This is an optimization exercise on Yosys and OpenROAD, whose aim is small area, not a production implementation.
The RTL was checked by simulation tests, not by an equivalence proof against the original design.
No activity file was given, so power comes from the tool's default toggle rates.

## flow/design.v

```verilog
module axi_s_to_fifos #(
    parameter integer FIFO_DEPTH = 32,
    parameter integer C_DATA_WIDTH = 32
)(
    input  logic                     clk,
    input  logic                     nrst,
    input  logic [31:0]  awaddr,
    input  logic [3:0]               awprot,
    input  logic                     awvalid,
    output logic                     awready,
    input  logic [C_DATA_WIDTH-1:0]  wdata,
    input  logic [C_DATA_WIDTH/8-1:0] wstrb,
    input  logic                     wvalid,
    output logic                     wready,
    output logic [1:0]               bresp,
    output logic                     bvalid,
    input  logic                     bready,
    input  logic [31:0]  araddr,
    input  logic [3:0]               arprot,
    input  logic                     arvalid,
    output logic                     arready,
    output logic [C_DATA_WIDTH-1:0]  rdata,
    output logic [1:0]               rresp,
    output logic                     rvalid,
    input  logic                     rready,
    input logic [C_DATA_WIDTH-1:0]  fifo_wdata,
    output logic                    fifo_full,
    output logic                    fifo_almost_full,
    input logic                     fifo_wena,
    output logic [C_DATA_WIDTH-1:0] fifo_rdata,
    output logic                    fifo_empty,
    output logic                    fifo_almost_empty,
    input logic                     fifo_rena
);
    localparam int IW = $clog2(FIFO_DEPTH);
    localparam int DW = C_DATA_WIDTH;
    logic [FIFO_DEPTH-1:0][DW-1:0] mem_r;
    logic [FIFO_DEPTH-1:0][DW-1:0] mem_w;
    logic [DW-1:0] wdata_reg;
    logic [IW:0]   cnt_r;
    logic [IW:0]   cnt_w;
    logic full_r, afull_r, empty_r, aempty_r;
    logic full_w, afull_w, empty_w, aempty_w;
    assign full_r   = cnt_r == FIFO_DEPTH;
    assign afull_r  = cnt_r == FIFO_DEPTH - 1;
    assign empty_r  = cnt_r == 0;
    assign aempty_r = cnt_r == 1;
    assign full_w   = cnt_w == FIFO_DEPTH;
    assign afull_w  = cnt_w == FIFO_DEPTH - 1;
    assign empty_w  = cnt_w == 0;
    assign aempty_w = cnt_w == 1;
    assign fifo_full         = full_r;
    assign fifo_almost_full  = afull_r;
    assign fifo_empty        = empty_w;
    assign fifo_almost_empty = aempty_w;
    assign bresp = 2'b00;
    assign rresp = 2'b00;
    logic rd_wait;           
    logic sel_st, sel_rd;    
    logic rd_pop;            
    logic [3:0] st;          
    wire ar_hs = arvalid && arready;
    wire r_hs  = rvalid && rready;
    wire pop_r = rd_pop && r_hs;
    wire push_r = fifo_wena && !full_r;
    always_ff @(posedge clk or negedge nrst) begin
        if (!nrst) begin
            arready <= 1'b0;
            rvalid  <= 1'b0;
            rd_wait <= 1'b0;
            rd_pop  <= 1'b0;
        end else begin
            if (rd_wait) begin
                rd_wait <= 1'b0;
                rvalid  <= 1'b1;
                rd_pop  <= sel_rd && !empty_r;
            end else if (rvalid) begin
                if (rready) rvalid <= 1'b0;
            end else if (ar_hs) begin
                arready <= 1'b0;
                rd_wait <= 1'b1;
            end else begin
                arready <= 1'b1;
            end
        end
    end
    always_ff @(posedge clk) begin
        if (ar_hs) begin
            sel_st <= araddr[31:2] == 30'd0;
            sel_rd <= araddr[31:2] == 30'd2;
        end
        if (rd_wait)
            st <= sel_st ? {full_w, afull_w, empty_r, aempty_r} : 4'b0;
    end
    logic in_resp;           
    logic pend;              
    wire aw_hs = awvalid && awready;
    wire w_hs  = wvalid && wready;
    wire aw_is_wr = awaddr[31:2] == 30'd1;
    wire push_w = in_resp && pend && !full_w;
    wire pop_w  = fifo_rena && !empty_w;
    always_ff @(posedge clk or negedge nrst) begin
        if (!nrst) begin
            awready <= 1'b0;
            wready  <= 1'b0;
            bvalid  <= 1'b0;
            in_resp <= 1'b0;
            pend    <= 1'b0;
        end else begin
            if (in_resp) begin
                if (push_w) pend <= 1'b0;
                bvalid <= 1'b1;
                if (bready && bvalid) begin
                    bvalid  <= 1'b0;
                    in_resp <= 1'b0;
                    pend    <= 1'b0;
                end
            end else if (!awready && !wready) begin
                awready <= 1'b1;
                wready  <= 1'b1;
            end else begin
                if (aw_hs) begin
                    awready <= 1'b0;
                    pend    <= aw_is_wr;
                end
                if (w_hs)
                    wready <= 1'b0;
                if ((aw_hs || !awready) && (w_hs || !wready))
                    in_resp <= 1'b1;
            end
        end
    end
    always_ff @(posedge clk) begin
        if (w_hs) wdata_reg <= wdata;
    end
    always_ff @(posedge clk or negedge nrst) begin
        if (!nrst) begin
            cnt_r <= '0;
            cnt_w <= '0;
        end else begin
            cnt_r <= cnt_r + {{IW{pop_r & ~push_r}}, pop_r ^ push_r};
            cnt_w <= cnt_w + {{IW{pop_w & ~push_w}}, pop_w ^ push_w};
        end
    end
    logic [DW-1:0] rd_r, rd_w;
    logic [FIFO_DEPTH-1:0] sel_r, sel_w;
    logic [7:0] sel_r_lo, sel_w_lo;
    logic [4:0] sel_r_hi, sel_w_hi;
    always_comb begin
        for (int j = 0; j < 8; j++) begin
            sel_r_lo[j] = rd_pop && (cnt_r[2:0] == j[2:0]);
            sel_w_lo[j] = (cnt_w[2:0] == j[2:0]);
        end
        for (int i = 0; i < 5; i++) begin
            sel_r_hi[i] = (cnt_r[IW:3] == i[2:0]);
            sel_w_hi[i] = (cnt_w[IW:3] == i[2:0]);
        end
    end
    genvar gd;
    generate
        for (gd = 0; gd < FIFO_DEPTH; gd++) begin : g_dec
            axi_s_to_fifos_and2 u_sel_r (.a(sel_r_lo[(gd + 1) % 8]), .b(sel_r_hi[(gd + 1) / 8]), .y(sel_r[gd]));
            axi_s_to_fifos_and2 u_sel_w (.a(sel_w_lo[(gd + 1) % 8]), .b(sel_w_hi[(gd + 1) / 8]), .y(sel_w[gd]));
        end
    endgenerate
    axi_s_to_fifos_ohmux #(.N(FIFO_DEPTH), .W(DW)) u_mux_r (.sel(sel_r), .d(mem_r), .y(rd_r));
    axi_s_to_fifos_ohmux #(.N(FIFO_DEPTH), .W(DW)) u_mux_w (.sel(sel_w), .d(mem_w), .y(rd_w));
    always_ff @(posedge clk) begin
        if (push_r) mem_r <= {mem_r[FIFO_DEPTH-2:0], fifo_wdata};
        if (push_w) mem_w <= {mem_w[FIFO_DEPTH-2:0], wdata_reg};
    end
    assign rdata      = rd_r | {{(DW-4){1'b0}}, st};
    assign fifo_rdata = rd_w;
endmodule
module axi_s_to_fifos_ohmux #(
    parameter integer N = 32,
    parameter integer W = 32
)(
    input  logic [N-1:0]   sel,
    input  logic [N*W-1:0] d,
    output logic [W-1:0]   y
);
    genvar b, k;
    generate
        for (b = 0; b < W; b++) begin : g_bit
            logic [N-1:0] col;
            for (k = 0; k < N; k++) begin : g_col
                assign col[k] = d[k*W + b];
            end
            axi_s_to_fifos_ohmux32 u_bit (.sel(sel), .d(col), .y(y[b]));
        end
    endgenerate
endmodule
module axi_s_to_fifos_ohmux32 (
    input  logic [31:0] sel,
    input  logic [31:0] d,
    output logic        y
);
    logic [9:0] g;
    genvar k;
    generate
        for (k = 0; k < 10; k++) begin : g_aoi
            axi_s_to_fifos_aoi222 u_aoi (
                .a0(sel[3*k]),   .b0(d[3*k]),
                .a1(sel[3*k+1]), .b1(d[3*k+1]),
                .a2(sel[3*k+2]), .b2(d[3*k+2]),
                .y(g[k]));
        end
    endgenerate
    logic [1:0] h;
    axi_s_to_fifos_nand2 u_n30 (.a(sel[30]), .b(d[30]), .y(h[0]));
    axi_s_to_fifos_nand2 u_n31 (.a(sel[31]), .b(d[31]), .y(h[1]));
    assign y = ~&{g[9:0], h};
endmodule
module axi_s_to_fifos_aoi222 (
    input  logic a0, b0, a1, b1, a2, b2,
    output logic y
);
    assign y = ~((a0 & b0) | (a1 & b1) | (a2 & b2));
endmodule
module axi_s_to_fifos_nand2 (
    input  logic a, b,
    output logic y
);
    assign y = ~(a & b);
endmodule
module axi_s_to_fifos_and2 (
    input  logic a, b,
    output logic y
);
    assign y = a & b;
endmodule
```

## flow/flow/run.sh

```bash
#!/bin/bash
# Standard ORFS layout (the standard.sh, synthesis unchanged) with:
#  - single-stage buf_1 port buffers instead of the default delay buffers
#  - clkbuf_8 leaf clusters of at most 18 sinks, and no dummy loads in CTS
set -euo pipefail
export BUFFER_PORTS_ARGS="-buffer_cell sky130_fd_sc_hd__buf_1"
export CTS_ARGS="-sink_clustering_enable -repair_clock_nets -dont_use_dummy_load -buf_list sky130_fd_sc_hd__clkbuf_8 -sink_clustering_size 18 -sink_clustering_max_diameter 40"
bash standard.sh > standard_run.log 2>&1
```

## flow/standard.sh

```bash
#!/bin/bash
# synth_recipe.tcl (not shown) runs the flow's synth.tcl, then flattens the netlist and writes it again
# the make line also repeats each setting of config.mk as NAME=value (left out here)
make -C /OpenROAD-flow-scripts/flow DESIGN_CONFIG=/design/flow/config.mk WORK_HOME=/design/flow/orfs CLKGATE_MAP_FILE= SYNTH_SCRIPT=/design/flow/synth_recipe.tcl "${@:-finish}"
```

## flow/config.mk

```make
export PLATFORM = sky130hd
export DESIGN_NAME = axi_s_to_fifos
export DESIGN_NICKNAME = axi_s_to_fifos
export VERILOG_FILES = /design/flow/design.v
export SDC_FILE = /design/flow/constraint.sdc
export NUM_CORES = 4
export LEC_CHECK = 0
export CAP_MARGIN = 20
export CORE_MARGIN = 2
export CORE_UTILIZATION = 80
export GPL_TIMING_DRIVEN = 0
export SLEW_MARGIN = 20
export SYNTH_HIERARCHICAL = 1
export SYNTH_MINIMUM_KEEP_SIZE = 0
```

## flow/constraint.sdc

```tcl
create_clock -name core_clock -period 8.0 [get_ports {clk}]
set_input_delay 1.6000 -clock core_clock [delete_from_list [all_inputs] [get_ports {clk}]]
set_output_delay 1.6000 -clock core_clock [all_outputs]
set_load 0.01 [all_outputs]
```

==> results of run 1 <==
==> metrics by stage <==
| stage | hold slack (ns) | std cells | worst slack, ns |
|---|---|---|---|
| floorplan | 0.400 | 3359 | -11.45 |
| global placement | 0.400 | 4740 | -14.76 |
| detailed placement | 0.405 | 4836 | 3.40 |
| CTS | 0.400 | 5008 | 2.43 |
| global route | 0.396 | 5010 | 2.30 |
| finish | 0.397 | 5011 | 2.37 |
==> modules after synthesis (local to each module, per instance), excerpt <==
module | copies in the design | flops+latches | cell area, um2 | cells
axi_s_to_fifos_and2 | 64 | 0 | 6.26 | 1
axi_s_to_fifos_nand2 | 128 | 0 | 3.75 | 1
axi_s_to_fifos_ohmux32 | 64 | 0 | 25.0 | 4
axi_s_to_fifos_aoi222 | 640 | 0 | 10.0 | 1
axi_s_to_fifos | 1 | 2107 | 64200 | 2268
==> cells in the mapped netlist, types with 2 or more instances <==
cell type,count
a21o_1,4
a21oi_1,7
a222oi_1,640
and2_1,70
and3_1,5
and3b_1,3
buf_4,4
dfrtp_1,21
edfxtp_1,2086
fa_1,2
ha_1,12
inv_1,11
nand2_1,141
nand2b_1,5
nand4_1,196
nor2_1,22
nor2b_1,3
nor3_1,9
nor3b_1,6
nor4_1,12
o211ai_1,2
o21ai_1,2
or2_2,4
or3_1,64
xnor2_1,6
xor2_1,4
==> worst min-delay path by stage <==
stage                           endpoint                    start  depth (start not counted)  slack [ns]
floorplan             mem_w[0]$_DFFE_PP_   wdata_reg[0]$_DFFE_PP_                          0        0.40
global placement     mem_w[23]$_DFFE_PP_  wdata_reg[23]$_DFFE_PP_                          0        0.40
detailed placement   mem_w[12]$_DFFE_PP_  wdata_reg[12]$_DFFE_PP_                          0        0.41
CTS                 mem_r[550]$_DFFE_PP_     mem_r[518]$_DFFE_PP_                          0        0.40
global route        mem_r[646]$_DFFE_PP_     mem_r[614]$_DFFE_PP_                          0        0.40
finish              mem_r[550]$_DFFE_PP_     mem_r[518]$_DFFE_PP_                          0        0.40
==> critical path, cell delays in order (launching register included) <==
cell and delay, ns:
dfrtp_1 0.48, nor3b_1 0.76, and2_2 0.77, buf_12 0.31, a222oi_1 0.09, nand4_1 0.09, or3_1 0.19, or2_2 0.14
buf_1 0.34
==> metal layers <==
layer	up-vias	share of wire, %	global-route usage [%]
li1	16300	-	-
met1	20300	32	54.3
met2	4515	47	59.5
met3	726	17	11.6
met4	0	4.9	18.8
met5	-	0	0
==> logic make-up (layout without fill, tap and decap cells) <==
family	after synthesis	after routing	share of synthesized area, %
compound gates	661	661	8.96
other cells	1	7	0.00513
fa+ha+maj	14	14	0.260
xor+xnor	10	10	0.120
buf+inv	17	490	0.108
flops	2107	2107	86.4
mux	1	1	0.0154
simple gates	545	545	4.14
==> power groups by stage <==
stage / sequential (mW) / combinational, mW / clock, mW
6_report: 13.3 / 2.55 / 5.10
5_1_grt: 13.4 / 2.64 / 5.43
2_1_floorplan: 13.5 / 1.31 / 0
3_3_place_gp: 13.6 / 2.19 / 0
3_5_place_dp: 13.5 / 2.45 / 0
4_1_cts: 13.3 / 2.47 / 5.11
==> area by class of cell <==
cell class / count / area [um2]
Buffer: 5 / 33.8
Antenna cell: 3 / 7.51
Multi-Input combinational cell: 1235 / 10000
Inverter: 12 / 45.0
Timing Repair Buffer: 301 / 3180
Fill cell: 3187 / 9990
Clock buffer: 172 / 2370
Sequential cell: 2107 / 63200
Tap cell: 1176 / 1470
==> results.py, run 1 <==
metrics = {
    "timing": {
        "report.final.hold_viol_count": 0,
        "relSlewSlack_pct": 38.2,
        "slew_viol_final": 0,
        "finClkSkew_ns": 0.0695,
        "grt_setup_unrepaired": "false",
        "post-route-min-period_ns": 5.63,
        "tightest_slew_ns": 0.924,
        "post-route-period-util_pct": 70.3,
        "finalSetupViolCount": 0,
        "fmax_mhz": 178,
        "totalNegativeSetupSlack_ns": 0,
    },
    "critical_path": {
        "cp-endpoint": "rdata[3]",
        "critPathKind": "flop to primary output",
        "startpoint_type": "flop",
        "worstPathRequired_ns": 6.40,
        "ff2ff_setup_slack_ns": 4.13,
        "end_kind": "primary output",
        "critPathMaxFanout": 17,
        "r2r_start": "cnt_w[1]$_DFF_PN0_",
        "r2r_end": "mem_w[695]$_DFFE_PP_",
        "r2r_cells": 12,
        "crit_path_start": "cnt_r[5]$_DFF_PN0_",
        "crit_arrival_ns": 4.03,
    },
    "global_routing": {
        "gr-usage-all-layers_pct": 39.3,
        "grt_pass1_wl_um": 266000,
        "antenna_found_initial": 2,
        "grt_pass1_vias": 41900,
        "overflow": 0,
        "grt_max_degree": 70,
    },
    "power_and_ir_drop": {
        "p_sw_mw": 5.33,
        "p_per_area_mw_per_mm2": 261,
        "power_frac_comb_pct": 12.2,
        "swShare_pct": 25.4,
        "power_leakage_nw": 25.4,
        "seqPwrFrac_pct": 63.5,
        "total_power_mw": 21.0,
        "p_clk_share_pct": 24.3,
        "irDropWorstVdd_mv": 0.263,
        "p_int_mw": 15.6,
    },
    "synthesis": {
        "synth_top_area_share_pct": 85.7,
        "synthArstFlopShare_pct": 0.997,
        "synth_area_leader_cell": "edfxtp_1",
        "synthDistinctLibCells": 41,
        "ys.flop_type": "edfxtp_1",
        "synth_area_per_cell_um2": 21.8,
        "ys_ff_latch": 2107,
        "seq_area_frac_synth_pct": 86.4,
        "synthTopCellsByArea": "edfxtp_1 (86%), a222oi_1 (8.8%), nand4_1 (1.7%), nand2_1 (0.72%), dfrtp_1 (0.72%)",
        "yosys_warnings": 7,
        "synth_edf_count": 2086,
        "synth_area_mm2": 0.0731,
        "netlist_instances": 3356,
    },
    "route": {
        "antenna_left": 0,
        "num_vias": 41800,
        "first_iter_violations": 10800,
        "wl_per_cell_um": 36.8,
        "drc": 0,
        "post_drt_via_cell_ratio": 8.35,
        "routed_wl_um": 184000,
        "dr.pass1.iters": 11,
    },
    "worst_hold_path": {
        "min_path_type": "flop to flop",
    },
    "clocking": {
        "max-clock-path-buffers": 3,
        "clk_pin_slew_ns": 0.10,
        "holdBufCountCts": 0,
        "tritoncts": "built",
        "cts_setup_buffers": 0,
        "clock_sinks": 2107,
        "clockRootBuffer": "clkbuf_8",
        "cts_resized": 0,
        "htree_num_levels": 4,
        "cts_buffers": 172,
        "clk_latency_ns": 0.91,
    },
    "floorplanning": {
        "die_h_um": 306,
        "start_util_pct": 81.0,
        "core_mm2": 0.0903,
        "die_area_mm2": 0.0938,
        "rows": 110,
        "die-width_um": 306,
        "io_pins": 226,
    },
    "cells_and_area": {
        "drive_gt1_share_pct": 9.19,
        "final_common_cell": "edfxtp_1",
        "fin_util_pct": 88.9,
        "nets": 3997,
        "final_cell_mix": "edfxtp_1 (2086), a222oi_1 (640), buf_1 (204)",
        "area_growth_syn_to_layout_pct": 9.82,
        "final_cell_area_mm2": 0.0803,
    },
    "place": {
        "gp_congestion": 0.844,
        "dpl-instance-area_mm2": 0.0779,
        "place_hpwl_um": 102000,
        "port_buffers": 205,
    },
    "status": {
        "run_status": "complete, no violations",
    },
    "job": {
        "drv_cap": 0,
    },
}
==> inputs of run 2 (changes only) <==
--- a/flow/config.mk
+++ b/flow/config.mk
@@ -8,7 +8,6 @@
 export CAP_MARGIN = 20
 export CORE_MARGIN = 2
 export CORE_UTILIZATION = 80
-export GPL_TIMING_DRIVEN = 0
 export SLEW_MARGIN = 20
 export SYNTH_HIERARCHICAL = 1
 export SYNTH_MINIMUM_KEEP_SIZE = 0
==> results.py, run 2 <==
metrics = {
    "status": {
        "run_status": "complete, no violations",
    },
    "clocking": {
        "cts_setup_buffers": 0,
        "clk_latency_ns": 0.91,
        "clock_sinks": 2107,
        "clk_pin_slew_ns": 0.10,
        "tritoncts": "built",
        "holdBufCountCts": 0,
        "cts_buffers": 178,
        "max-clock-path-buffers": 3,
        "htree_num_levels": 4,
        "cts_resized": 0,
        "clockRootBuffer": "clkbuf_8",
    },
    "floorplanning": {
        "start_util_pct": 81.0,
        "rows": 110,
        "core_mm2": 0.0903,
        "io_pins": 226,
        "die_h_um": 306,
        "die_area_mm2": 0.0938,
        "die-width_um": 306,
    },
    "cells_and_area": {
        "fin_util_pct": 87.2,
        "drive_gt1_share_pct": 7.70,
        "multi_input_area_mm2": 0.00992,
        "final_common_cell": "edfxtp_1",
        "regArea_mm2": 0.0632,
        "fill_cells": 3484,
        "final_cell_mix": "edfxtp_1 (2086), a222oi_1 (640), buf_1 (204)",
        "nets": 3995,
        "area_growth_syn_to_layout_pct": 7.69,
        "stdcell_count": 5009,
    },
    "synthesis": {
        "synth_edf_count": 2086,
        "seq_area_frac_synth_pct": 86.4,
        "yosys_warnings": 7,
        "netlist_instances": 3356,
        "ys_ff_latch": 2107,
        "synth_area_mm2": 0.0731,
        "ys.flop_type": "edfxtp_1",
        "synthTopCellsByArea": "edfxtp_1 (86%), a222oi_1 (8.8%), nand4_1 (1.7%), nand2_1 (0.72%), dfrtp_1 (0.72%)",
        "synthArstFlopShare_pct": 0.997,
        "synth_top_area_share_pct": 85.7,
        "synthDistinctLibCells": 41,
        "synth_area_per_cell_um2": 21.8,
        "yosysMostFrequentCell": "edfxtp_1",
        "synth.cells.most_frequent": "edfxtp_1 (2086), a222oi_1 (640), nand4_1 (196), nand2_1 (141), and2_1 (70)",
        "synth_area_leader_cell": "edfxtp_1",
    },
    "global_routing": {
        "grt_pass1_wl_um": 254000,
        "grt_max_degree": 238,
        "overflow": 0,
        "gr-usage-all-layers_pct": 37.6,
        "grt_pass1_vias": 40500,
        "antenna_found_initial": 1,
    },
    "place": {
        "gp_congestion": 0.863,
        "place_inst": 4824,
        "place_hpwl_um": 93900,
        "port_buffers": 205,
        "place_ws_ns": 3.09,
    },
    "critical_path": {
        "end_kind": "primary output",
        "crit_arrival_ns": 4.43,
        "critPathMaxFanout": 17,
        "startpoint_type": "flop",
        "worstPathRequired_ns": 6.40,
        "critPathKind": "flop to primary output",
        "r2r_cells": 5,
    },
    "timing": {
        "finClkSkew_ns": 0.0707,
        "post-route-min-period_ns": 6.03,
        "report.final.hold_viol_count": 0,
        "fmax_mhz": 166,
        "post-route-period-util_pct": 75.4,
        "setup_slack_ns": 1.97,
        "tightest_slew_ns": 1.20,
        "slew_viol_final": 0,
        "totalNegativeSetupSlack_ns": 0,
        "grt_setup_unrepaired": "false",
        "hold-worst-slack_ns": 0.386,
        "finalSetupViolCount": 0,
        "relSlewSlack_pct": 19.9,
    },
    "power_and_ir_drop": {
        "p_per_area_mw_per_mm2": 265,
        "power_leakage_nw": 24.9,
        "irDropWorstVdd_mv": 0.208,
    },
    "route": {
        "antenna_left": 0,
        "dr.pass1.iters": 12,
        "drc": 0,
        "post_drt_via_cell_ratio": 8.15,
        "wl_per_cell_um": 35.4,
        "routed_wl_um": 177000,
        "first_iter_violations": 9883,
        "num_vias": 40800,
    },
    "job": {
        "drv_cap": 0,
    },
    "worst_hold_path": {
        "min_path_type": "flop to flop",
        "hold_depth": 0,
    },
}
-- run 2: changes by cell type in the layout (fill, tap and decap cells not counted), moves of 6 or more --
cell	change
buf_4	+74
and2_2	-27
clkbuf_8	+6
buf_12	-20
and2_4	-29
and2_1	+56
buf_16	-61
-- run 2: modules after synthesis, one instance, submodules excluded, a selection --
module	flip-flops and latches	area, um2	cells
axi_s_to_fifos	2107	64200	2268
axi_s_to_fifos_aoi222	0	10.0	1
axi_s_to_fifos_ohmux32	0	25.0	4
axi_s_to_fifos_nand2	0	3.75	1
axi_s_to_fifos_and2	0	6.26	1
-- run 2: critical path, cell delays in order, from the launching register on --
cell	delay (ns)
dfrtp_1	0.48
nor3b_1	0.66
and2_1	1.03
buf_4	0.52
a222oi_1	0.18
nand4_1	0.14
or3_1	0.20
or2_2	0.15
buf_1	0.17
-- run 2: cells by family after synthesis --
group / Yosys count / synth area share (%)
and+or+nand+nor: 545 / 4.14
muxes: 1 / 0.0154
xor gates and xnor gates: 10 / 0.120
DFF: 2107 / 86.4
adders and majority gates: 14 / 0.260
buffers and inverters: 17 / 0.108
other: 1 / 0.00513
AOI/OAI and AO/OA: 661 / 8.96
-- run 2: layout make-up --
type | count | share of cell area (%)
timing repair buffer | 298 | 2.13
multi-input combinational | 1235 | 12.6
antenna | 3 | 0.00953
sequential | 2107 | 80.2
tap | 1176 | 1.87
clock buffer | 178 | 3.11
inverter | 12 | 0.0572
-- run 2: per-layer routing --
| layer | global-route usage, % | routed length (um) | vias to the layer above |
|---|---|---|---|
| li1 | - | - | 16300 |
| met1 | 52.7 | 56900 | 19800 |
| met5 | 0 | 0 | - |
| met2 | 56.1 | 80200 | 4089 |
| met4 | 15.2 | 8190 | 0 |
| met3 | 12.8 | 31800 | 657 |
-- run 2: report_power, final --
part | internal (mW) | switching (mW) | leakage (nW)
sequential | 12.9 | 0.429 | 19.8
combinational | 0.774 | 1.65 | 3.77
clock | 1.98 | 3.14 | 1.28
total | 15.6 | 5.23 | 24.9
-- run 2: metrics by stage --
stage / power, mW / area [um2]
3_5_place_dp: 15.9 / 76200
3_3_place_gp: 15.7 / 76100
4_1_cts: 20.8 / 78600
5_1_grt: 21.4 / 78700
2_1_floorplan: 14.8 / 73200
6_report: 20.9 / 78700
-- run 2: path summary, 6_finish.rpt --
path | start | to | slack, ns
worst min register to register | wdata_reg[31]$_DFFE_PP_ | mem_w[31]$_DFFE_PP_ | 0.39
worst max register to register | cnt_w[1]$_DFF_PN0_ | mem_w[163]$_DFFE_PP_ | 4.25
max in group asynchronous | nrst | cnt_r[4]$_DFF_PN0_ | 6.89
worst min-delay path | wdata_reg[31]$_DFFE_PP_ | mem_w[31]$_DFFE_PP_ | 0.39
min in group asynchronous | nrst | cnt_w[5]$_DFF_PN0_ | 0.72
worst max-delay path | cnt_r[5]$_DFF_PN0_ | rdata[0] | 1.97
==> inputs of run 3 (changes only) <==
--- a/flow/config.mk
+++ b/flow/config.mk
@@ -7,7 +7,7 @@
 export LEC_CHECK = 0
 export CAP_MARGIN = 20
 export CORE_MARGIN = 2
-export CORE_UTILIZATION = 80
+export CORE_UTILIZATION = 83
 export SLEW_MARGIN = 20
 export SYNTH_HIERARCHICAL = 1
 export SYNTH_MINIMUM_KEEP_SIZE = 0
==> results.py, run 3 <==
metrics = {
    "status": {
        "run_status": "complete, no violations",
    },
    "timing": {
        "relSlewSlack_pct": 15.0,
        "totalNegativeSetupSlack_ns": 0,
        "post-route-min-period_ns": 5.95,
        "setup_slack_ns": 2.05,
        "finClkSkew_ns": 0.0804,
        "post-route-period-util_pct": 74.3,
        "grt_setup_unrepaired": "false",
        "report.final.hold_viol_count": 0,
        "hold-worst-slack_ns": 0.404,
        "tightest_slew_ns": 1.27,
        "fmax_mhz": 168,
        "finalSetupViolCount": 0,
        "slew_viol_final": 0,
    },
    "synthesis": {
        "seq_area_frac_synth_pct": 86.4,
        "netlist_instances": 3356,
        "synthDistinctLibCells": 41,
        "yosysMostFrequentCell": "edfxtp_1",
        "synth_edf_count": 2086,
        "synth.cells.most_frequent": "edfxtp_1 (2086), a222oi_1 (640), nand4_1 (196), nand2_1 (141), and2_1 (70)",
        "synth_area_leader_cell": "edfxtp_1",
        "synth_area_mm2": 0.0731,
        "yosys_warnings": 7,
        "synth_area_per_cell_um2": 21.8,
        "synth_top_area_share_pct": 85.7,
        "ys_ff_latch": 2107,
        "synthTopCellsByArea": "edfxtp_1 (86%), a222oi_1 (8.8%), nand4_1 (1.7%), nand2_1 (0.72%), dfrtp_1 (0.72%)",
        "ys.flop_type": "edfxtp_1",
        "synthArstFlopShare_pct": 0.997,
    },
    "clocking": {
        "clk_pin_slew_ns": 0.10,
        "cts_resized": 0,
        "clock_sinks": 2107,
        "tritoncts": "built",
        "htree_num_levels": 4,
        "cts_buffers": 169,
        "clk_latency_ns": 0.92,
        "cts_setup_buffers": 0,
        "max-clock-path-buffers": 3,
        "holdBufCountCts": 0,
        "clockRootBuffer": "clkbuf_8",
    },
    "worst_hold_path": {
        "min_path_type": "flop to flop",
    },
    "critical_path": {
        "crit_family": "simple AND/OR/NAND/NOR gates",
        "critical-path-slowest-cell": "and2_1",
        "path_cells": "nor3b_1 -> and2_1 -> buf_4 -> a222oi_1 -> nand4_1 -> or3_1 -> buf_1",
        "critPathMaxFanout": 23,
        "end_kind": "primary output",
        "critPathKind": "flop to primary output",
        "worstPathRequired_ns": 6.40,
        "crit_arrival_ns": 4.35,
        "critPathBufInv": 2,
        "startpoint_type": "flop",
        "slowest_delay_ns": 0.77,
    },
    "global_routing": {
        "gr-usage-all-layers_pct": 40.9,
        "overflow": 0,
        "antenna_found_initial": 4,
        "grt_pass1_wl_um": 263000,
        "grt_pass1_vias": 41700,
        "grt_max_degree": 245,
    },
    "route": {
        "wl_per_cell_um": 37.7,
        "dr.pass1.iters": 15,
        "routed_wl_um": 187000,
        "antenna_left": 0,
        "first_iter_violations": 11400,
        "drc": 0,
        "post_drt_via_cell_ratio": 8.48,
        "num_vias": 42100,
    },
    "cells_and_area": {
        "final_cell_area_mm2": 0.0784,
        "fin_util_pct": 90.1,
        "drive_gt1_share_pct": 7.26,
        "nets": 3967,
        "area_growth_syn_to_layout_pct": 7.26,
        "final_common_cell": "edfxtp_1",
        "fill_cells": 2871,
        "final_cell_mix": "edfxtp_1 (2086), a222oi_1 (640), buf_1 (205)",
        "stdcell_count": 4961,
    },
    "floorplanning": {
        "core_mm2": 0.0870,
        "start_util_pct": 84.0,
        "rows": 108,
        "io_pins": 226,
        "die_h_um": 301,
        "die_area_mm2": 0.0905,
        "die-width_um": 301,
    },
    "place": {
        "place_inst": 4785,
        "place_ws_ns": 3.23,
        "port_buffers": 205,
        "gp_congestion": 0.851,
        "place_hpwl_um": 98900,
        "dpl-instance-area_mm2": 0.0760,
    },
    "power_and_ir_drop": {
        "power_leakage_nw": 24.7,
        "p_per_area_mw_per_mm2": 266,
        "irDropWorstVdd_mv": 0.326,
        "total_power_mw": 20.9,
    },
    "job": {
        "drv_cap": 0,
    },
}
run 3: logic make-up after synthesis:
logic type / share of synthesized area, %
multiplexers: 0.0154
buffers and inverters: 0.108
AND/OR/NAND/NOR: 4.14
adder cells (fa/ha/maj): 0.260
XOR/XNOR: 0.120
AO/OA/AOI/OAI: 8.96
flip-flops: 86.4
other: 0.00513
run 3: cell type report:
type                            instances  area, um2  area share, %
Clock buffer                          169       2330           2.97
Timing Repair Buffer                  279       1500           1.91
Multi-Input combinational cell       1235       9930           12.7
Tap cell                             1155       1450           1.84
Antenna cell                            4       10.0         0.0128
Sequential cell                      2107      63200           80.5
Inverter                               12       46.3         0.0590
run 3: path summary, 6_finish.rpt:
| kind | from | endpoint | slack [ns] | depth (start not counted) |
|---|---|---|---|---|
| worst max register to register | cnt_r[1]$_DFF_PN0_ | mem_r[846]$_DFFE_PP_ | 4.65 | 7 |
| worst max-delay path | cnt_r[4]$_DFF_PN0_ | rdata[16] | 2.05 | 7 |
| worst min-delay path | wdata_reg[6]$_DFFE_PP_ | mem_w[6]$_DFFE_PP_ | 0.40 | 0 |
| max in group asynchronous | nrst | cnt_w[3]$_DFF_PN0_ | 6.78 | 2 |
| worst min register to register | wdata_reg[6]$_DFFE_PP_ | mem_w[6]$_DFFE_PP_ | 0.40 | 0 |
| min in group asynchronous | nrst | cnt_r[4]$_DFF_PN0_ | 0.71 | 1 |
run 3: Yosys stat by module, one instance, submodules excluded, excerpt:
| module | cells inside | copies in the design | flops+latches | cell area, um2 |
|---|---|---|---|---|
| axi_s_to_fifos_aoi222 | 1 | 640 | 0 | 10.0 |
| axi_s_to_fifos | 2268 | 1 | 2107 | 64200 |
| axi_s_to_fifos_ohmux32 | 4 | 64 | 0 | 25.0 |
| axi_s_to_fifos_and2 | 1 | 64 | 0 | 6.26 |
| axi_s_to_fifos_nand2 | 1 | 128 | 0 | 3.75 |
run 3: per-layer routing:
layer,up-vias,GRT usage (%),part of all wire (%)
met5,-,0,0.0091
met4,2,20.1,5.2
met3,824,11.7,18
met2,4887,61.2,46
met1,20200,57.4,30
li1,16200,-,-
run 3: power breakdown:
part	internal [mW]	leakage [nW]	switching (mW)
registers	12.9	19.8	0.467
clock network	1.89	1.22	3.20
logic	0.767	3.67	1.66
run 3: worst register-to-register path: stages, from the launching register on:
cell      delay [ns]
dfrtp_1         0.54
nor3_1          0.16
nand2b_1        0.17
or2_1           0.20
and2_4          0.44
buf_16          0.37
buf_12          0.51
buf_16          0.54
==> inputs of run 4 (changes only) <==
==> flow/flow/run.sh (replaced) <==
#!/bin/bash
# Standard ORFS layout (the standard.sh, synthesis unchanged) with:
#  - single-stage buf_1 port buffers instead of the default delay buffers
#  - clkbuf_8 leaf clusters of at most 18 sinks, no dummy loads in CTS, and
#    double-width clock wiring (non-default rule) on the whole clock tree
set -euo pipefail
export BUFFER_PORTS_ARGS="-buffer_cell sky130_fd_sc_hd__buf_1"
export CTS_ARGS="-sink_clustering_enable -repair_clock_nets -dont_use_dummy_load -apply_ndr full -buf_list sky130_fd_sc_hd__clkbuf_8 -sink_clustering_size 18 -sink_clustering_max_diameter 40"
bash standard.sh > standard_run.log 2>&1
--- a/flow/config.mk
+++ b/flow/config.mk
@@ -7,7 +7,7 @@
 export LEC_CHECK = 0
 export CAP_MARGIN = 20
 export CORE_MARGIN = 2
-export CORE_UTILIZATION = 83
+export CORE_UTILIZATION = 80
 export SLEW_MARGIN = 20
 export SYNTH_HIERARCHICAL = 1
 export SYNTH_MINIMUM_KEEP_SIZE = 0
==> results.py, run 4 <==
metrics = {
    "global_routing": {
        "grt_max_degree": 238,
        "antenna_found_initial": 1,
        "grt_pass1_wl_um": 254000,
        "grt_pass1_vias": 40500,
        "gr-usage-all-layers_pct": 37.6,
        "overflow": 0,
    },
    "critical_path": {
        "ff2ff_setup_slack_ns": 4.25,
        "worstPathRequired_ns": 6.40,
        "r2r_end": "mem_w[163]$_DFFE_PP_",
        "r2r_cells": 5,
        "crit_path_start": "cnt_r[5]$_DFF_PN0_",
        "cp-endpoint": "rdata[0]",
        "critPathMaxFanout": 17,
        "critPathKind": "flop to primary output",
        "end_kind": "primary output",
        "startpoint_type": "flop",
        "r2r_start": "cnt_w[1]$_DFF_PN0_",
        "crit_arrival_ns": 4.43,
    },
    "route": {
        "met3_wirelength_um": 31800,
        "num_vias": 40800,
        "top_layer": "met4",
        "drc": 0,
        "dr.pass1.iters": 12,
        "routed_wl_um": 177000,
        "post_drt_via_cell_ratio": 8.15,
        "first_iter_violations": 9883,
        "wl_per_cell_um": 35.4,
        "antenna_left": 0,
        "wl_met2_um": 80200,
        "wl_met1_um": 56900,
    },
    "clocking": {
        "htree_num_levels": 4,
        "cts_setup_buffers": 0,
        "max-clock-path-buffers": 3,
        "cts_buffers": 178,
        "clk_latency_ns": 0.91,
        "clk_pin_slew_ns": 0.10,
        "clock_sinks": 2107,
        "cts_resized": 0,
        "holdBufCountCts": 0,
        "tritoncts": "built",
        "clockRootBuffer": "clkbuf_8",
    },
    "timing": {
        "tightest_slew_ns": 1.20,
        "totalNegativeSetupSlack_ns": 0,
        "post-route-period-util_pct": 75.4,
        "report.final.hold_viol_count": 0,
        "relSlewSlack_pct": 19.9,
        "finalSetupViolCount": 0,
        "fmax_mhz": 166,
        "slew_viol_final": 0,
        "grt_setup_unrepaired": "false",
        "post-route-min-period_ns": 6.03,
        "finClkSkew_ns": 0.0707,
    },
    "synthesis": {
        "ys.flop_type": "edfxtp_1",
        "netlist_instances": 3356,
        "seq_area_frac_synth_pct": 86.4,
        "synth.cells.most_frequent": "edfxtp_1 (2086), a222oi_1 (640), nand4_1 (196), nand2_1 (141), and2_1 (70)",
        "synth_compound_area_share_pct": 8.96,
        "synthDistinctLibCells": 41,
        "synth_area_mm2": 0.0731,
        "synth_fa_ha_area_share_pct": 0.260,
        "synth_area_per_cell_um2": 21.8,
        "synthArstFlopShare_pct": 0.997,
        "synth_top_area_share_pct": 85.7,
        "ys_ff_latch": 2107,
        "synthTopCellsByArea": "edfxtp_1 (86%), a222oi_1 (8.8%), nand4_1 (1.7%), nand2_1 (0.72%), dfrtp_1 (0.72%)",
        "yosys.area_share.xor_xnor_pct": 0.120,
        "synth_edf_count": 2086,
        "synth_top_family_by_area": "compound AO/OA/AOI/OAI gates",
        "synth_area_leader_cell": "edfxtp_1",
        "yosysMostFrequentCell": "edfxtp_1",
        "synthSimpleGateAreaFrac_pct": 4.14,
        "muxShareOfSynthArea_pct": 0.0154,
        "yosys_warnings": 7,
    },
    "cells_and_area": {
        "fill_cells": 3484,
        "drive_gt1_share_pct": 7.70,
        "area_growth_syn_to_layout_pct": 7.69,
        "final_common_cell": "edfxtp_1",
        "final_cell_area_mm2": 0.0787,
        "nets": 3995,
        "final_cell_mix": "edfxtp_1 (2086), a222oi_1 (640), buf_1 (204)",
    },
    "floorplanning": {
        "start_util_pct": 81.0,
        "rows": 110,
        "core_mm2": 0.0903,
        "die_h_um": 306,
        "die-width_um": 306,
        "io_pins": 226,
        "die_area_mm2": 0.0938,
    },
    "place": {
        "dpl-instance-area_mm2": 0.0762,
        "place_hpwl_um": 93900,
        "gp_congestion": 0.863,
        "port_buffers": 205,
    },
    "power_and_ir_drop": {
        "p_per_area_mw_per_mm2": 265,
        "irDropWorstVdd_mv": 0.208,
        "power_leakage_nw": 24.9,
    },
    "job": {
        "drv_cap": 0,
    },
    "worst_hold_path": {
        "min_path_type": "flop to flop",
    },
    "status": {
        "run_status": "complete, no violations",
    },
}
[run 4: through the flow]
step                worst slack (ns)  hold slack (ns)  utilization, %  power (mW)  instances
finish                          1.97            0.386            87.2        20.9       5009
global route                    1.93            0.391            87.2        21.4       5007
CTS                             2.09            0.384            87.1        20.8       5002
detailed placement              3.09            0.405            84.4        15.9       4824
global placement                3.19            0.401            84.3        15.7       4822
floorplan                     -11.45            0.400               -        14.8       3359
[run 4: worst min path at each step]
stage | start | cells past startpoint | slack (ns) | endpoint
3_5_place_dp | wdata_reg[23]$_DFFE_PP_ | 0 | 0.40 | mem_w[23]$_DFFE_PP_
6_report | wdata_reg[31]$_DFFE_PP_ | 0 | 0.39 | mem_w[31]$_DFFE_PP_
4_1_cts | wdata_reg[31]$_DFFE_PP_ | 0 | 0.38 | mem_w[31]$_DFFE_PP_
5_1_grt | wdata_reg[31]$_DFFE_PP_ | 0 | 0.39 | mem_w[31]$_DFFE_PP_
2_1_floorplan | wdata_reg[0]$_DFFE_PP_ | 0 | 0.40 | mem_w[0]$_DFFE_PP_
3_3_place_gp | wdata_reg[10]$_DFFE_PP_ | 0 | 0.40 | mem_w[10]$_DFFE_PP_
[run 4: logic make-up (layout without fill, tap and decap cells)]
family	Yosys count	after routing
fa+ha+maj	14	14
buf+inv	17	488
simple gates	545	545
flops	2107	2107
compound gates	661	661
other cells	1	7
xor+xnor	10	10
mux	1	1
[run 4: final cells by class]
type | count | area (um2) | area share [%]
antenna | 3 | 7.51 | 0.00953
clock buffer | 178 | 2450 | 3.11
inverter | 12 | 45.0 | 0.0572
multi-input combinational | 1235 | 9920 | 12.6
sequential | 2107 | 63200 | 80.2
tap | 1176 | 1470 | 1.87
timing repair buffer | 298 | 1680 | 2.13
[run 4: Yosys stat by module (local to each module, per instance), a selection]
module | area [um2] | times used | cells
axi_s_to_fifos_and2 | 6.26 | 64 | 1
axi_s_to_fifos | 64200 | 1 | 2268
axi_s_to_fifos_aoi222 | 10.0 | 640 | 1
axi_s_to_fifos_ohmux32 | 25.0 | 64 | 4
axi_s_to_fifos_nand2 | 3.75 | 128 | 1
[run 4: power by group]
group / switching [mW] / total [mW] / internal, mW
Sequential: 0.429 / 13.3 / 12.9
Combinational: 1.65 / 2.43 / 0.774
Clock: 3.14 / 5.13 / 1.98
[run 4: routing by layer]
| metal | vias to the layer above | track usage (%) |
|---|---|---|
| met3 | 657 | 12.8 |
| li1 | 16300 | - |
| met5 | - | 0 |
| met4 | 0 | 15.2 |
| met1 | 19800 | 52.7 |
| met2 | 4089 | 56.1 |
[run 4: worst max-delay path, stage by stage, from the launching register on]
cell and delay (ns):
dfrtp_1 0.48, nor3b_1 0.66, and2_1 1.03, buf_4 0.52, a222oi_1 0.18, nand4_1 0.14, or3_1 0.20, or2_2 0.15
buf_1 0.17
==> inputs of run 5 (changes only) <==
==> flow/flow/run.sh (replaced) <==
#!/bin/bash
# Standard ORFS layout (the standard.sh, synthesis unchanged) with:
#  - single-stage buf_1 port buffers instead of the default delay buffers
#  - clkbuf_8 leaf clusters of at most 20 sinks within 50 um, and no dummy loads in CTS
set -euo pipefail
export BUFFER_PORTS_ARGS="-buffer_cell sky130_fd_sc_hd__buf_1"
export CTS_ARGS="-sink_clustering_enable -repair_clock_nets -dont_use_dummy_load -buf_list sky130_fd_sc_hd__clkbuf_8 -sink_clustering_size 20 -sink_clustering_max_diameter 50"
bash standard.sh > standard_run.log 2>&1
==> results.py, run 5 <==
metrics = {
    "route": {
        "wl_met2_um": 81200,
        "drc": 0,
        "top_layer": "met4",
        "wl_per_cell_um": 35.5,
        "post_drt_via_cell_ratio": 8.17,
        "wl_met1_um": 56700,
        "antenna_left": 0,
        "met3_wirelength_um": 31600,
        "routed_wl_um": 177000,
        "dr.pass1.iters": 13,
        "first_iter_violations": 9815,
        "num_vias": 40700,
    },
    "timing": {
        "slew_viol_final": 0,
        "totalNegativeSetupSlack_ns": 0,
        "finalSetupViolCount": 0,
        "relSlewSlack_pct": 20.2,
        "setup_slack_ns": 2.08,
        "post-route-min-period_ns": 5.92,
        "fmax_mhz": 169,
        "post-route-period-util_pct": 74.0,
        "finClkSkew_ns": 0.0804,
        "tightest_slew_ns": 1.20,
        "report.final.hold_viol_count": 0,
        "grt_setup_unrepaired": "false",
    },
    "critical_path": {
        "critPathKind": "flop to primary output",
        "crit_arrival_ns": 4.32,
        "end_kind": "primary output",
        "ff2ff_setup_slack_ns": 4.25,
        "r2r_cells": 5,
        "startpoint_type": "flop",
        "worstPathRequired_ns": 6.40,
        "r2r_start": "cnt_w[1]$_DFF_PN0_",
        "r2r_end": "mem_w[560]$_DFFE_PP_",
        "critPathMaxFanout": 17,
    },
    "synthesis": {
        "synth_area_per_cell_um2": 21.8,
        "synthSimpleGateAreaFrac_pct": 4.14,
        "synthArstFlopShare_pct": 0.997,
        "synthTopCellsByArea": "edfxtp_1 (86%), a222oi_1 (8.8%), nand4_1 (1.7%), nand2_1 (0.72%), dfrtp_1 (0.72%)",
        "muxShareOfSynthArea_pct": 0.0154,
        "ys_ff_latch": 2107,
        "synth_top_area_share_pct": 85.7,
        "seq_area_frac_synth_pct": 86.4,
        "synth_area_mm2": 0.0731,
        "synth.cells.most_frequent": "edfxtp_1 (2086), a222oi_1 (640), nand4_1 (196), nand2_1 (141), and2_1 (70)",
        "yosys_warnings": 7,
        "synth_fa_ha_area_share_pct": 0.260,
        "synth_area_leader_cell": "edfxtp_1",
        "synth_top_family_by_area": "compound AO/OA/AOI/OAI gates",
        "ys.flop_type": "edfxtp_1",
        "yosys.area_share.xor_xnor_pct": 0.120,
        "synthDistinctLibCells": 41,
        "synth_edf_count": 2086,
        "netlist_instances": 3356,
        "synth_compound_area_share_pct": 8.96,
        "yosysMostFrequentCell": "edfxtp_1",
    },
    "clocking": {
        "clock_sinks": 2107,
        "tritoncts": "built",
        "cts_setup_buffers": 0,
        "holdBufCountCts": 0,
        "clk_latency_ns": 0.85,
        "cts_resized": 0,
        "clk_pin_slew_ns": 0.11,
        "clockRootBuffer": "clkbuf_8",
        "max-clock-path-buffers": 3,
        "htree_num_levels": 4,
        "cts_buffers": 145,
    },
    "floorplanning": {
        "die-width_um": 306,
        "die_h_um": 306,
        "io_pins": 226,
        "core_mm2": 0.0903,
        "start_util_pct": 81.0,
        "rows": 110,
        "die_area_mm2": 0.0938,
    },
    "global_routing": {
        "grt_pass1_vias": 40200,
        "overflow": 0,
        "grt_pass1_wl_um": 253000,
        "antenna_found_initial": 2,
        "grt_max_degree": 238,
        "gr-usage-all-layers_pct": 37.4,
    },
    "cells_and_area": {
        "area_growth_syn_to_layout_pct": 7.07,
        "stdcell_count": 4975,
        "nets": 3962,
        "multi_input_area_mm2": 0.00992,
        "regArea_mm2": 0.0632,
        "drive_gt1_share_pct": 6.90,
        "fill_cells": 3556,
        "final_common_cell": "edfxtp_1",
        "final_cell_mix": "edfxtp_1 (2086), a222oi_1 (640), buf_1 (204)",
    },
    "worst_hold_path": {
        "min_path_type": "flop to flop",
        "hold_end": "mem_w[25]$_DFFE_PP_",
        "hold_depth": 0,
        "holdCritStartpoint": "wdata_reg[25]$_DFFE_PP_",
    },
    "place": {
        "gp_congestion": 0.863,
        "place_inst": 4824,
        "place_ws_ns": 3.09,
        "port_buffers": 205,
        "place_hpwl_um": 93900,
    },
    "power_and_ir_drop": {
        "p_per_area_mw_per_mm2": 261,
        "power_leakage_nw": 24.6,
        "irDropWorstVdd_mv": 0.221,
    },
    "status": {
        "run_status": "complete, no violations",
    },
    "job": {
        "drv_cap": 0,
    },
}
==> run 5: layout make-up <==
cell class / instances / area share (%)
Tap cell: 1176 / 1.88
Inverter: 12 / 0.0575
Timing Repair Buffer: 298 / 2.14
Multi-Input combinational cell: 1235 / 12.7
Antenna cell: 2 / 0.00639
Clock buffer: 145 / 2.55
Sequential cell: 2107 / 80.7
==> run 5: how the worst max path moves through the flow <==
stage / from / to / slack, ns / depth (start not counted)
floorplan: cnt_w[5]$_DFF_PN0_ / cnt_w[4]$_DFF_PN0_ / -11.45 / 10
global placement: cnt_r[5]$_DFF_PN0_ / rdata[0] / 3.19 / 8
detailed placement: cnt_r[5]$_DFF_PN0_ / rdata[0] / 3.09 / 8
CTS: cnt_r[5]$_DFF_PN0_ / rdata[0] / 2.17 / 8
global route: cnt_r[5]$_DFF_PN0_ / rdata[0] / 1.98 / 8
finish: cnt_r[5]$_DFF_PN0_ / rdata[0] / 2.08 / 8
==> run 5: worst max-delay path, cell delays in order, from the launching register on <==
cell and delay [ns]:
dfrtp_1 0.48, nor3b_1 0.63, and2_1 1.03, buf_4 0.51
a222oi_1 0.16, nand4_1 0.14, or3_1 0.21, or2_2 0.15
buf_1 0.17
==> run 5: modules after synthesis, one instance, submodules excluded, excerpt <==
| module | times used | cells inside | flip-flops and latches | area, um2 |
|---|---|---|---|---|
| axi_s_to_fifos | 1 | 2268 | 2107 | 64200 |
| axi_s_to_fifos_aoi222 | 640 | 1 | 0 | 10.0 |
| axi_s_to_fifos_nand2 | 128 | 1 | 0 | 3.75 |
| axi_s_to_fifos_and2 | 64 | 1 | 0 | 6.26 |
| axi_s_to_fifos_ohmux32 | 64 | 4 | 0 | 25.0 |
==> run 5: kinds of logic after synthesis <==
family / Yosys count
AO/OA/AOI/OAI: 661
XOR/XNOR: 10
adder cells (fa/ha/maj): 14
buffers and inverters: 17
flip-flops: 2107
multiplexers: 1
other: 1
AND/OR/NAND/NOR: 545
==> run 5: per-layer routing <==
metal	global-route usage, %	vias to the layer above
met5	0.258	-
met4	14.9	0
met3	12.3	592
met2	55.9	4041
met1	52.7	19800
li1	-	16200
==> run 5: metrics by stage <==
step | total power, mW | instance area (um2) | hold WS (ns) | util, %
final | 20.4 | 78300 | 0.412 | 86.7
after global routing | 20.9 | 78300 | 0.423 | 86.7
after CTS | 20.3 | 78200 | 0.415 | 86.6
after detailed placement | 15.9 | 76200 | 0.405 | 84.4
after global placement | 15.7 | 76100 | 0.401 | 84.3
after floorplan | 14.8 | 73200 | 0.400 | -
==> run 5: power by group <==
part           total (mW)  switching (mW)  internal [mW]
Sequential           13.3           0.429           12.9
Clock                4.68            3.05           1.63
Combinational        2.42            1.65          0.773
==> inputs of run 6 (changes only) <==
--- a/flow/design.v
+++ b/flow/design.v
@@ -37,6 +37,7 @@
     logic [FIFO_DEPTH-1:0][DW-1:0] mem_r;
     logic [FIFO_DEPTH-1:0][DW-1:0] mem_w;
     logic [DW-1:0] wdata_reg;
+    localparam logic [FIFO_DEPTH-1:0] WPOS = 32'b0100_1001_0010_0100_1001_0010_0100_1001;
     logic [IW:0]   cnt_r;
     logic [IW:0]   cnt_w;
     logic full_r, afull_r, empty_r, aempty_r;
@@ -133,13 +134,32 @@
     always_ff @(posedge clk) begin
         if (w_hs) wdata_reg <= wdata;
     end
+    logic [IW-1:0] ph_w;      
+    logic          unpl_w;    
+    logic [IW:0]   placed_w;  
+    logic [IW-1:0] pf_w;      
+    logic          want_w;    
+    logic          byp_w;     
+    logic [FIFO_DEPTH-1:0] wr_w;  
+    assign placed_w = cnt_w - unpl_w;
+    assign pf_w     = ph_w + placed_w[IW-1:0];
+    assign want_w   = unpl_w | push_w;
+    assign byp_w    = unpl_w & (cnt_w == 1);
+    always_comb begin
+        for (int p = 0; p < FIFO_DEPTH; p++)
+            wr_w[p] = WPOS[p] && want_w && (pf_w == IW'(p - 1));
+    end
     always_ff @(posedge clk or negedge nrst) begin
         if (!nrst) begin
-            cnt_r <= '0;
-            cnt_w <= '0;
+            cnt_r  <= '0;
+            cnt_w  <= '0;
+            ph_w   <= '0;
+            unpl_w <= 1'b0;
         end else begin
-            cnt_r <= cnt_r + {{IW{pop_r & ~push_r}}, pop_r ^ push_r};
-            cnt_w <= cnt_w + {{IW{pop_w & ~push_w}}, pop_w ^ push_w};
+            cnt_r  <= cnt_r + {{IW{pop_r & ~push_r}}, pop_r ^ push_r};
+            cnt_w  <= cnt_w + {{IW{pop_w & ~push_w}}, pop_w ^ push_w};
+            ph_w   <= ph_w + 1'b1 + pop_w;
+            unpl_w <= want_w & ~|wr_w & ~(pop_w & byp_w);
         end
     end
     logic [DW-1:0] rd_r, rd_w;
@@ -149,25 +169,26 @@
     always_comb begin
         for (int j = 0; j < 8; j++) begin
             sel_r_lo[j] = rd_pop && (cnt_r[2:0] == j[2:0]);
-            sel_w_lo[j] = (cnt_w[2:0] == j[2:0]);
+            sel_w_lo[j] = !byp_w && (ph_w[2:0] == j[2:0]);
         end
         for (int i = 0; i < 5; i++) begin
             sel_r_hi[i] = (cnt_r[IW:3] == i[2:0]);
-            sel_w_hi[i] = (cnt_w[IW:3] == i[2:0]);
+            sel_w_hi[i] = ({1'b0, ph_w[IW-1:3]} == i[2:0]);
         end
     end
     genvar gd;
     generate
         for (gd = 0; gd < FIFO_DEPTH; gd++) begin : g_dec
             axi_s_to_fifos_and2 u_sel_r (.a(sel_r_lo[(gd + 1) % 8]), .b(sel_r_hi[(gd + 1) / 8]), .y(sel_r[gd]));
-            axi_s_to_fifos_and2 u_sel_w (.a(sel_w_lo[(gd + 1) % 8]), .b(sel_w_hi[(gd + 1) / 8]), .y(sel_w[gd]));
+            axi_s_to_fifos_and2 u_sel_w (.a(sel_w_lo[gd % 8]), .b(sel_w_hi[gd / 8]), .y(sel_w[gd]));
         end
     endgenerate
     axi_s_to_fifos_ohmux #(.N(FIFO_DEPTH), .W(DW)) u_mux_r (.sel(sel_r), .d(mem_r), .y(rd_r));
-    axi_s_to_fifos_ohmux #(.N(FIFO_DEPTH), .W(DW)) u_mux_w (.sel(sel_w), .d(mem_w), .y(rd_w));
+    axi_s_to_fifos_ohmux33 #(.W(DW)) u_mux_w (.sel(sel_w), .d(mem_w), .sel_x(byp_w), .x(wdata_reg), .y(rd_w));
     always_ff @(posedge clk) begin
         if (push_r) mem_r <= {mem_r[FIFO_DEPTH-2:0], fifo_wdata};
-        if (push_w) mem_w <= {mem_w[FIFO_DEPTH-2:0], wdata_reg};
+        for (int p = 0; p < FIFO_DEPTH; p++)
+            mem_w[p] <= wr_w[p] ? wdata_reg : mem_w[(p + FIFO_DEPTH - 1) % FIFO_DEPTH];
     end
     assign rdata      = rd_r | {{(DW-4){1'b0}}, st};
     assign fifo_rdata = rd_w;
@@ -212,6 +233,51 @@
     axi_s_to_fifos_nand2 u_n31 (.a(sel[31]), .b(d[31]), .y(h[1]));
     assign y = ~&{g[9:0], h};
 endmodule
+module axi_s_to_fifos_ohmux33 #(
+    parameter integer W = 32
+)(
+    input  logic [31:0]   sel,
+    input  logic [32*W-1:0] d,
+    input  logic          sel_x,
+    input  logic [W-1:0]  x,
+    output logic [W-1:0]  y
+);
+    genvar b, k;
+    generate
+        for (b = 0; b < W; b++) begin : g_bit
+            logic [31:0] col;
+            for (k = 0; k < 32; k++) begin : g_col
+                assign col[k] = d[k*W + b];
+            end
+            axi_s_to_fifos_ohmux33b u_bit (.sel(sel), .d(col), .sel_x(sel_x), .x(x[b]), .y(y[b]));
+        end
+    endgenerate
+endmodule
+module axi_s_to_fifos_ohmux33b (
+    input  logic [31:0] sel,
+    input  logic [31:0] d,
+    input  logic        sel_x,
+    input  logic        x,
+    output logic        y
+);
+    logic [10:0] g;
+    genvar k;
+    generate
+        for (k = 0; k < 10; k++) begin : g_aoi
+            axi_s_to_fifos_aoi222 u_aoi (
+                .a0(sel[3*k]),   .b0(d[3*k]),
+                .a1(sel[3*k+1]), .b1(d[3*k+1]),
+                .a2(sel[3*k+2]), .b2(d[3*k+2]),
+                .y(g[k]));
+        end
+    endgenerate
+    axi_s_to_fifos_aoi222 u_aoi_last (
+        .a0(sel[30]), .b0(d[30]),
+        .a1(sel[31]), .b1(d[31]),
+        .a2(sel_x),   .b2(x),
+        .y(g[10]));
+    assign y = ~&g;
+endmodule
 module axi_s_to_fifos_aoi222 (
     input  logic a0, b0, a1, b1, a2, b2,
     output logic y
==> flow/flow/run.sh (replaced) <==
#!/bin/bash
# Standard ORFS layout (the standard.sh, synthesis unchanged) with:
#  - single-stage buf_1 port buffers instead of the default delay buffers
#  - clkbuf_8 leaf clusters of at most 18 sinks, and no dummy loads in CTS
set -euo pipefail
export BUFFER_PORTS_ARGS="-buffer_cell sky130_fd_sc_hd__buf_1"
export CTS_ARGS="-sink_clustering_enable -repair_clock_nets -dont_use_dummy_load -buf_list sky130_fd_sc_hd__clkbuf_8 -sink_clustering_size 18 -sink_clustering_max_diameter 40"
bash standard.sh > standard_run.log 2>&1
==> results.py, run 6 <==
metrics = {
    "power_and_ir_drop": {
        "power_leakage_nw": 26.0,
        "irDropWorstVdd_mv": 0.257,
        "p_per_area_mw_per_mm2": 275,
        "total_power_mw": 20.1,
    },
    "clocking": {
        "holdBufCountCts": 0,
        "cts_resized": 0,
        "max-clock-path-buffers": 3,
        "cts_setup_buffers": 0,
        "cts_buffers": 167,
        "clockRootBuffer": "clkbuf_8",
        "clk_pin_slew_ns": 0.11,
        "htree_num_levels": 4,
        "clk_latency_ns": 0.92,
        "clock_sinks": 2113,
        "tritoncts": "built",
    },
    "worst_hold_path": {
        "hold_depth": 0,
        "hold_end": "mem_w[151]$_DFF_P_",
        "min_path_type": "flop to flop",
        "holdCritStartpoint": "mem_w[119]$_DFF_P_",
    },
    "cells_and_area": {
        "drive_gt1_share_pct": 15.5,
        "nets": 4387,
        "area_growth_syn_to_layout_pct": 7.13,
        "final_cell_mix": "edfxtp_1 (1062), dfxtp_1 (1024), a222oi_1 (672)",
        "fin_util_pct": 86.7,
        "final_common_cell": "edfxtp_1",
        "final_cell_area_mm2": 0.0728,
        "stdcell_count": 5351,
    },
    "synthesis": {
        "synth_edf_count": 1062,
        "synth_area_leader_cell": "edfxtp_1",
        "synth_compound_area_share_pct": 10.2,
        "synth_area_mm2": 0.0680,
        "yosysMostFrequentCell": "edfxtp_1",
        "synthDistinctLibCells": 52,
        "netlist_instances": 3853,
        "synthTopCellsByArea": "edfxtp_1 (47%), dfxtp_1 (30%), a222oi_1 (9.9%), mux2_2 (5.8%), nand4_1 (1.5%)",
        "synth_top_area_share_pct": 46.9,
        "synth_fa_ha_area_share_pct": 0.493,
        "synth_area_per_cell_um2": 17.6,
        "seq_area_frac_synth_pct": 78.1,
        "synth.cells.most_frequent": "edfxtp_1 (1062), dfxtp_1 (1024), a222oi_1 (672), mux2_2 (350), nand4_1 (164)",
        "synthArstFlopShare_pct": 1.28,
        "synthSimpleGateAreaFrac_pct": 4.34,
        "ys_ff_latch": 2113,
        "muxShareOfSynthArea_pct": 5.88,
        "ys.flop_type": "edfxtp_1",
        "synth_top_family_by_area": "compound AO/OA/AOI/OAI gates",
        "yosys_warnings": 7,
        "yosys.area_share.xor_xnor_pct": 0.263,
    },
    "place": {
        "port_buffers": 205,
        "place_ws_ns": 2.12,
        "gp_congestion": 0.927,
        "place_inst": 5175,
        "place_hpwl_um": 95800,
        "dpl-instance-area_mm2": 0.0704,
    },
    "route": {
        "post_drt_via_cell_ratio": 7.86,
        "routed_wl_um": 182000,
        "first_iter_violations": 9333,
        "antenna_left": 0,
        "wl_per_cell_um": 34.0,
        "num_vias": 42100,
        "dr.pass1.iters": 14,
        "drc": 0,
    },
    "timing": {
        "post-route-period-util_pct": 87.6,
        "tightest_slew_ns": 1.32,
        "report.final.hold_viol_count": 0,
        "post-route-min-period_ns": 7.01,
        "finClkSkew_ns": 0.0794,
        "hold-worst-slack_ns": 0.296,
        "relSlewSlack_pct": 12.1,
        "slew_viol_final": 0,
        "finalSetupViolCount": 0,
        "setup_slack_ns": 0.992,
        "fmax_mhz": 143,
        "totalNegativeSetupSlack_ns": 0,
        "grt_setup_unrepaired": "false",
    },
    "critical_path": {
        "worstPathRequired_ns": 6.40,
        "critPathMaxFanout": 27,
        "r2r_cells": 12,
        "ff2ff_setup_slack_ns": 3.94,
        "critPathKind": "flop to primary output",
        "end_kind": "primary output",
        "startpoint_type": "flop",
        "r2r_end": "mem_w[865]$_DFF_P_",
        "r2r_start": "ph_w[0]$_DFF_PN0_",
        "crit_arrival_ns": 5.41,
    },
    "floorplanning": {
        "rows": 106,
        "io_pins": 226,
        "start_util_pct": 81.0,
        "die_area_mm2": 0.0873,
        "die-width_um": 296,
        "die_h_um": 296,
        "core_mm2": 0.0840,
    },
    "global_routing": {
        "overflow": 0,
        "grt_max_degree": 215,
        "gr-usage-all-layers_pct": 41.2,
        "antenna_found_initial": 3,
        "grt_pass1_vias": 42100,
        "grt_pass1_wl_um": 261000,
    },
    "status": {
        "run_status": "complete, no violations",
    },
    "job": {
        "drv_cap": 0,
    },
}
[run 6: cell types whose count changed after synthesis, sizes merged, moves of 10 or more]
cell	delta
a222oi	+32
buf	+34
clkbuf	+35
dfxtp	+1024
edfxtp	-1024
ha	+10
inv	+26
mux2	+352
nand2	-57
nand3	+42
nand4	-32
[run 6: critical path, cell delays in order (launching register included)]
cell and delay (ns):
dfrtp_1 0.43, or4_4 0.56, nor2_1 0.18, and2_2 0.47, buf_4 0.61, nor4_1 0.21, and2_1 0.41, buf_4 0.42
a222oi_1 0.48, nand3_1 0.16, or3_1 0.40, buf_1 0.16
[run 6: cells by family (layout without fill, tap and decap cells)]
logic type | after synthesis | after routing
DFF | 2113 | 2113
AOI/OAI and AO/OA | 708 | 708
and+or+nand+nor | 521 | 521
muxes | 355 | 355
buffers and inverters | 112 | 467
adders and majority gates | 25 | 25
xor gates and xnor gates | 18 | 18
other | 1 | 10
[run 6: Yosys stat by module, one instance, submodules excluded, a selection]
module / flops+latches / cells inside / cell area, um2
axi_s_to_fifos: 2113 / 2797 / 59000
axi_s_to_fifos_ohmux32: 0 / 4 / 25.0
axi_s_to_fifos_ohmux33b: 0 / 4 / 23.8
axi_s_to_fifos_aoi222: 0 / 1 / 10.0
axi_s_to_fifos_and2: 0 / 1 / 6.26
axi_s_to_fifos_nand2: 0 / 1 / 3.75
[run 6: where the power goes]
part           internal [mW]  switching (mW)
combinational          0.618            1.78
clock                   1.87            3.13
sequential              12.2           0.505
total                   14.6            5.42
[run 6: worst max path at each step]
stage                                  start                  to  slack (ns)  cells past startpoint
after floorplan                    fifo_wena  mem_r[0]$_DFFE_PP_       -9.49                      2
after global placement    cnt_w[3]$_DFF_PN0_      fifo_rdata[13]        2.18                     11
after detailed placement  cnt_w[3]$_DFF_PN0_      fifo_rdata[13]        2.12                     11
after CTS                 cnt_w[2]$_DFF_PN0_       fifo_rdata[0]        1.14                     10
after global routing      cnt_w[2]$_DFF_PN0_      fifo_rdata[20]        1.02                     11
final                     cnt_w[2]$_DFF_PN0_       fifo_rdata[6]        0.99                     11
[run 6: cell type report]
class	count	area (um2)
diodes	6	15.0
repair buffers	262	1290
clock buffers	167	2300
multi-input cells	1631	14600
inverters	38	146
well taps	1134	1420
flip-flops and latches	2113	53100
fillers	3623	11100
[run 6: routing by layer]
| layer | up-vias | GRT usage [%] | share of wire (%) |
|---|---|---|---|
| met3 | 843 | 10.8 | 14 |
| met2 | 3851 | 64.5 | 46 |
| met5 | - | 0 | 0 |
| met4 | 0 | 27.2 | 6.7 |
| li1 | 17000 | - | - |
| met1 | 20400 | 51.3 | 33 |

[static timing again, ports no longer ideal]
How much do the figures lean on ideal ports? The routed layouts below were timed once more, with nothing changed but the port constraints.
Step 1: set_driving_cell puts a clkbuf_16 on clk and a buf_2 on each other input, an assumption about the parent block.
Step 2 also shifts input and output timing later by t, the mid clock arrival at the registers, as if the neighbouring blocks saw the same clock.
a / b / c = no drivers / after step 1 / after step 2; a / b = the first two.
| run | shift t [ns] | slack for setup (ns) | hold slack, ns | worst setup path after step 2 | clock arrival spread, ns |
|---|---|---|---|---|---|
| run 1 | 0.948 | 2.373 / 2.298 / 3.246 | 0.397 / 0.397 / 0.397 | register to output | 0.071 / 0.070 |
| run 2 | 0.948 | 1.971 / 1.899 / 2.846 | 0.386 / 0.386 / 0.386 | register to output | 0.078 / 0.079 |
| run 3 | 0.948 | 2.054 / 1.982 / 2.930 | 0.404 / 0.404 / 0.404 | register to output | 0.090 / 0.090 |
| run 4 | 0.948 | 1.971 / 1.899 / 2.846 | 0.386 / 0.386 / 0.386 | register to output | 0.078 / 0.079 |
| run 5 | 0.890 | 2.080 / 2.008 / 2.898 | 0.412 / 0.412 / 0.412 | register to output | 0.087 / 0.088 |
| run 6 | 0.944 | 0.992 / 0.922 / 1.866 | 0.296 / 0.296 / 0.296 | register to output | 0.088 / 0.088 |
After both steps setup and hold are still met in every run listed.
